From an optimization exercise on the open Yosys and OpenROAD flow, aimed at small area and a short achievable clock period; shortcuts taken in it are not production practice.
Where RTL was checked, it was by simulation tests only, not by an equivalence proof against the original.
Power figures rest on the tool's default switching activity, not on a simulated workload.

## lagoon
// alu
module alu(instr,clk,rst,alucon,result,zero,so1,so2);
input [31:0] instr;
input clk;
input rst;
output [3:0] alucon;
output zero;
output reg [31:0] so1;
output reg [31:0] so2;
output [31:0] result;
  reg [2:0] ac;
  assign alucon = {1'b0, ac};
  reg [31:0] s0, s1, s2, s3, s4, s5, s6, s7;
  reg [32*27-1:0] mem;   
  reg        pend;       
  reg [2:0]  pend_rd;    
  reg        pend_ld;    
  reg [4:0]  maddr;      
  reg        mok;        
  reg        st;         
  reg [31:0] sdr;        
  reg [31:0] row0;
  reg [31:0] row1;
  reg [31:0] row2;
  reg [31:0] row3;
  wire ps1 = row0[0] ^ row1[0];
  wire pc2 = row0[0] & row1[0];
  wire ps3 = row0[1] ^ row1[1] ^ row2[1];
  wire pc4 = (row0[1] & row1[1]) | (row0[1] & row2[1]) | (row1[1] & row2[1]);
  wire ps5 = row0[2] ^ row1[2] ^ row2[2];
  wire pc6 = (row0[2] & row1[2]) | (row0[2] & row2[2]) | (row1[2] & row2[2]);
  wire ps7 = row0[3] ^ row1[3] ^ row2[3];
  wire pc8 = (row0[3] & row1[3]) | (row0[3] & row2[3]) | (row1[3] & row2[3]);
  wire ps9 = row0[4] ^ row1[4] ^ row2[4];
  wire pc10 = (row0[4] & row1[4]) | (row0[4] & row2[4]) | (row1[4] & row2[4]);
  wire ps11 = row0[5] ^ row1[5] ^ row2[5];
  wire pc12 = (row0[5] & row1[5]) | (row0[5] & row2[5]) | (row1[5] & row2[5]);
  wire ps13 = row0[6] ^ row1[6] ^ row2[6];
  wire pc14 = (row0[6] & row1[6]) | (row0[6] & row2[6]) | (row1[6] & row2[6]);
  wire ps15 = row0[7] ^ row1[7] ^ row2[7];
  wire pc16 = (row0[7] & row1[7]) | (row0[7] & row2[7]) | (row1[7] & row2[7]);
  wire ps17 = row0[8] ^ row1[8] ^ row2[8];
  wire pc18 = (row0[8] & row1[8]) | (row0[8] & row2[8]) | (row1[8] & row2[8]);
  wire ps19 = row0[9] ^ row1[9] ^ row2[9];
  wire pc20 = (row0[9] & row1[9]) | (row0[9] & row2[9]) | (row1[9] & row2[9]);
  wire ps21 = row0[10] ^ row1[10] ^ row2[10];
  wire pc22 = (row0[10] & row1[10]) | (row0[10] & row2[10]) | (row1[10] & row2[10]);
  wire ps23 = row0[11] ^ row1[11] ^ row2[11];
  ...
export LEC_CHECK = 0
export CAP_MARGIN = 20
export CORE_MARGIN = 2
export CORE_UTILIZATION = 40
export PLACE_DENSITY = 0.6
export SLEW_MARGIN = 20
create_clock -name core_clock -period 16.0 [get_ports {clk}]
standard.sh (not shown) runs the stock make flow with config.mk's settings and CLKGATE_MAP_FILE= SYNTH_SCRIPT=/design/flow/synth_recipe.tcl, a recipe that flattens the netlist after the stock synthesis.
==> flow/flow/run.sh <==
#!/bin/bash
# Layout flow: the standard ORFS flow (standard synthesis, floorplan,
# placement, CTS, routing) with a larger setup-slack target for the timing
# repair steps, so that the repair keeps improving paths that already meet
# the 16 ns clock. The clock, I/O delays and all constraints are the standard flow's.
set -euo pipefail
MARGIN=7
TNS=10
sed -e "s/\"\${@:-finish}\"/SETUP_SLACK_MARGIN=$MARGIN TNS_END_PERCENT=$TNS \"\${@:-finish}\"/" standard.sh > standard_margin.sh
grep -q "SETUP_SLACK_MARGIN=$MARGIN TNS_END_PERCENT" standard_margin.sh
bash standard_margin.sh > standard.log 2>&1
The following lists how yarrow was set up differently from lagoon:
diff --git a/flow/flow/run.sh b/flow/flow/run.sh
--- a/flow/flow/run.sh
+++ b/flow/flow/run.sh
@@ -6,3 +6,3 @@
 set -euo pipefail
-MARGIN=7
+MARGIN=9
 TNS=10
diff --git a/flow/config.mk b/flow/config.mk
--- a/flow/config.mk
+++ b/flow/config.mk
@@ -7,6 +7,8 @@
 export LEC_CHECK = 0
+export ABC_AREA = 1
 export CAP_MARGIN = 20
 export CORE_MARGIN = 2
-export CORE_UTILIZATION = 40
-export PLACE_DENSITY = 0.6
+export CORE_UTILIZATION = 55
+export CTS_BUF_LIST = sky130_fd_sc_hd__clkbuf_8
+export PLACE_DENSITY = 0.7
 export SLEW_MARGIN = 20
--- outcome ---
Between yarrow and lagoon, the worst setup slack is higher for yarrow. Chip width ends up lower on yarrow. Compared yarrow vs lagoon, and fraction of the cycle the final worst path needs is down in yarrow. Diff lagoon -> yarrow: total setup buffers inserted after CTS climbed 176; final cell utilization of the core climbed 20 points.
Inputs modified between yarrow and sierra:
==> flow/config.mk <==
export PLATFORM = sky130hd
export DESIGN_NAME = alu
export DESIGN_NICKNAME = alu
export VERILOG_FILES = /design/flow/design.v
export SDC_FILE = /design/flow/constraint.sdc
export NUM_CORES = 4
export LEC_CHECK = 0
export CAP_MARGIN = 20
export CORE_MARGIN = 2
export CORE_UTILIZATION = 40
export PLACE_DENSITY = 0.6
export SLEW_MARGIN = 20
--- outcome ---
- sierra ran to completion and came out clean on the timing, design-rule and antenna checks.
- Compared with yarrow, sierra ends up with less cell area.
- Worst setup path endpoint: result[4] -> yarrow, result[28] -> sierra
- From yarrow to sierra the numbers moved as follows: cell count after synthesis fell by 24%, count of inverters other than clock inverters in the layout fell by about 64%, clock transition at the registers of the reported paths stayed essentially flat, setup slack fell by 0.29 ns.
No functional check of the RTL was part of any run of this note.

========
Setup of raven:
Another version of the RTL of alu (not shown whole).
Size: roughly 1300 flip-flops, ~140 I/O pins, ~68000 sq um of cells after synthesis.
Settings: LEC_CHECK=0, CAP_MARGIN=20, CORE_MARGIN=2, CORE_UTILIZATION=40, PLACE_DENSITY=0.6, SLEW_MARGIN=20; clock period 16.0 ns.
run.sh (not shown) runs the stock make flow with config.mk's settings and CLKGATE_MAP_FILE= SYNTH_SCRIPT=/design/flow/synth_recipe.tcl, a recipe that flattens the netlist after the stock synthesis.
Stock flow here: none of the scripts above is used.
raven went all the way through synthesis, placement and routing and the layout is clean on timing, DRC and antenna.
Modified inputs, tundra compared to raven
- setting ABC_AREA to 1 for the first time
--- outcome ---
In the flow results for raven and tundra, the clock share of power is smaller on tundra.
Going from raven to tundra, largest driver fanout on the critical path shrinks by 30%.
tundra vs. raven: multi-input gate share of the layout cell area dropped 1.3 points; power of the sequential group picked up an extra about 1%; number of non-clock buffers decreased 58; overall routed net length moved down.
No run of this note included a check of the RTL's function; only the layout flow was run.

========
alu, a different RTL version from the one above (not shown whole).
For scale: roughly 7,600 cells after synthesis, ~1,400 flip-flops, about 140 I/O pins, about 70,000 um2 of cells after synthesis.
export LEC_CHECK = 0
export ABC_AREA = 1
export CAP_MARGIN = 20
export CORE_MARGIN = 2
export CORE_UTILIZATION = 55
export CTS_CLUSTER_DIAMETER = 80
export CTS_CLUSTER_SIZE = 20
export PLACE_DENSITY = 0.7
export SLEW_MARGIN = 20
create_clock -name core_clock -period 16.0 [get_ports {clk}]
standard.sh (not shown) runs the stock make flow with config.mk's settings and CLKGATE_MAP_FILE= SYNTH_SCRIPT=/design/flow/synth_recipe.tcl, a recipe that flattens the netlist after the stock synthesis.
==> flow/flow/run.sh <==
#!/bin/bash
# Layout flow: the standard ORFS flow (standard synthesis, floorplan,
# placement, CTS, routing) with these changes:
# - a larger setup-slack target for the timing repair steps, so that the
#   repair keeps improving paths that already meet the 16 ns clock (the
#   clock, I/O delays and all constraints are the standard flow's);
# - synthesis is the standard script with ADDER_MAP_FILE empty, so that
#   full and half adders are mapped as ordinary gates rather than as the
#   (slower) fa/ha cells; registers are unaffected;
# - every input and output port is still buffered, with buf_4 cells instead
#   of the default choice (a clkdlybuf4s50 delay cell on the outputs).
set -euo pipefail
MARGIN=9
TNS=10
sed -e "s/\"\${@:-finish}\"/SETUP_SLACK_MARGIN=$MARGIN TNS_END_PERCENT=$TNS ADDER_MAP_FILE= 'BUFFER_PORTS_ARGS=-buffer_cell sky130_fd_sc_hd__buf_4' \"\${@:-finish}\"/" standard.sh > standard_margin.sh
grep -q "SETUP_SLACK_MARGIN=$MARGIN TNS_END_PERCENT=$TNS ADDER_MAP_FILE= 'BUFFER_PORTS_ARGS=-buffer_cell sky130_fd_sc_hd__buf_4'" standard_margin.sh
bash standard_margin.sh > standard.log 2>&1
The first run finished with timing, DRC and antenna clean.
Change:
==> flow/flow/run.sh (replaced) <==
#!/bin/bash
# Layout flow: the standard ORFS flow (standard synthesis, floorplan,
# placement, CTS, routing) with a larger setup-slack target for the timing
# repair steps, so that the repair keeps improving paths that already meet
# the 16 ns clock. The clock, I/O delays and all constraints are the standard flow's.
# Synthesis is the standard script with ADDER_MAP_FILE empty, so that
# full and half adders are mapped as ordinary gates rather than as the
# (slower) fa/ha cells; registers are unaffected.
set -euo pipefail
MARGIN=9
TNS=10
sed -e "s/\"\${@:-finish}\"/SETUP_SLACK_MARGIN=$MARGIN TNS_END_PERCENT=$TNS ADDER_MAP_FILE= \"\${@:-finish}\"/" standard.sh > standard_margin.sh
grep -q "SETUP_SLACK_MARGIN=$MARGIN TNS_END_PERCENT=$TNS ADDER_MAP_FILE=" standard_margin.sh
bash standard_margin.sh > standard.log 2>&1
Settings changed: CORE_UTILIZATION 55 to 65, PLACE_DENSITY 0.7 to 0.8.
What happened:
- cell count goes down by 2.5%
- sequential power stays flat
- utilization rose by 12 points
- total power went down by 0.98%
- hold slack degrades by 0.0073 ns
- global-route usage is higher by 7.7 points
- design area hardly moves

## what the ideal ports hide
The flow's constraints put no driver on any port. The routed layouts listed below were extracted and timed again, unchanged, in two steps. Step 1 assumes that a clkbuf_16 drives the clock port and a buf_2 every other input. Step 2 times the ports against the registers' clock, not the clock port: input delays grow and output delays shrink by t, the midpoint of the rising clock arrivals with the driver on. Three values: no drivers, after step 1, after step 2; two values: the first two.
run	t (ns)	setup slack, ns	worst hold slack (ns)
lagoon	0.891	6.843 / 6.761 / 6.230	0.626 / 0.626 / 0.626
yarrow	1.030	8.253 / 8.172 / 7.709	0.631 / 0.631 / 0.631
sierra	0.897	7.961 / 7.879 / 7.258	0.615 / 0.615 / 0.615
raven	0.884	4.790 / 4.700 / 3.816	0.942 / 0.942 / 0.942
tundra	0.873	5.481 / 5.535 / 4.662	0.762 / 0.762 / 0.762
the first run of note 3	0.802	9.020 / 9.003 / 8.267	0.583 / 0.583 / 0.583
the second run of note 3	0.786	8.712 / 8.764 / 7.978	0.576 / 0.576 / 0.576
After both steps every run listed still meets setup and hold. The setup slack of raven, which loses most, moves by -0.090 ns with the drivers and by -0.974 ns with both steps.
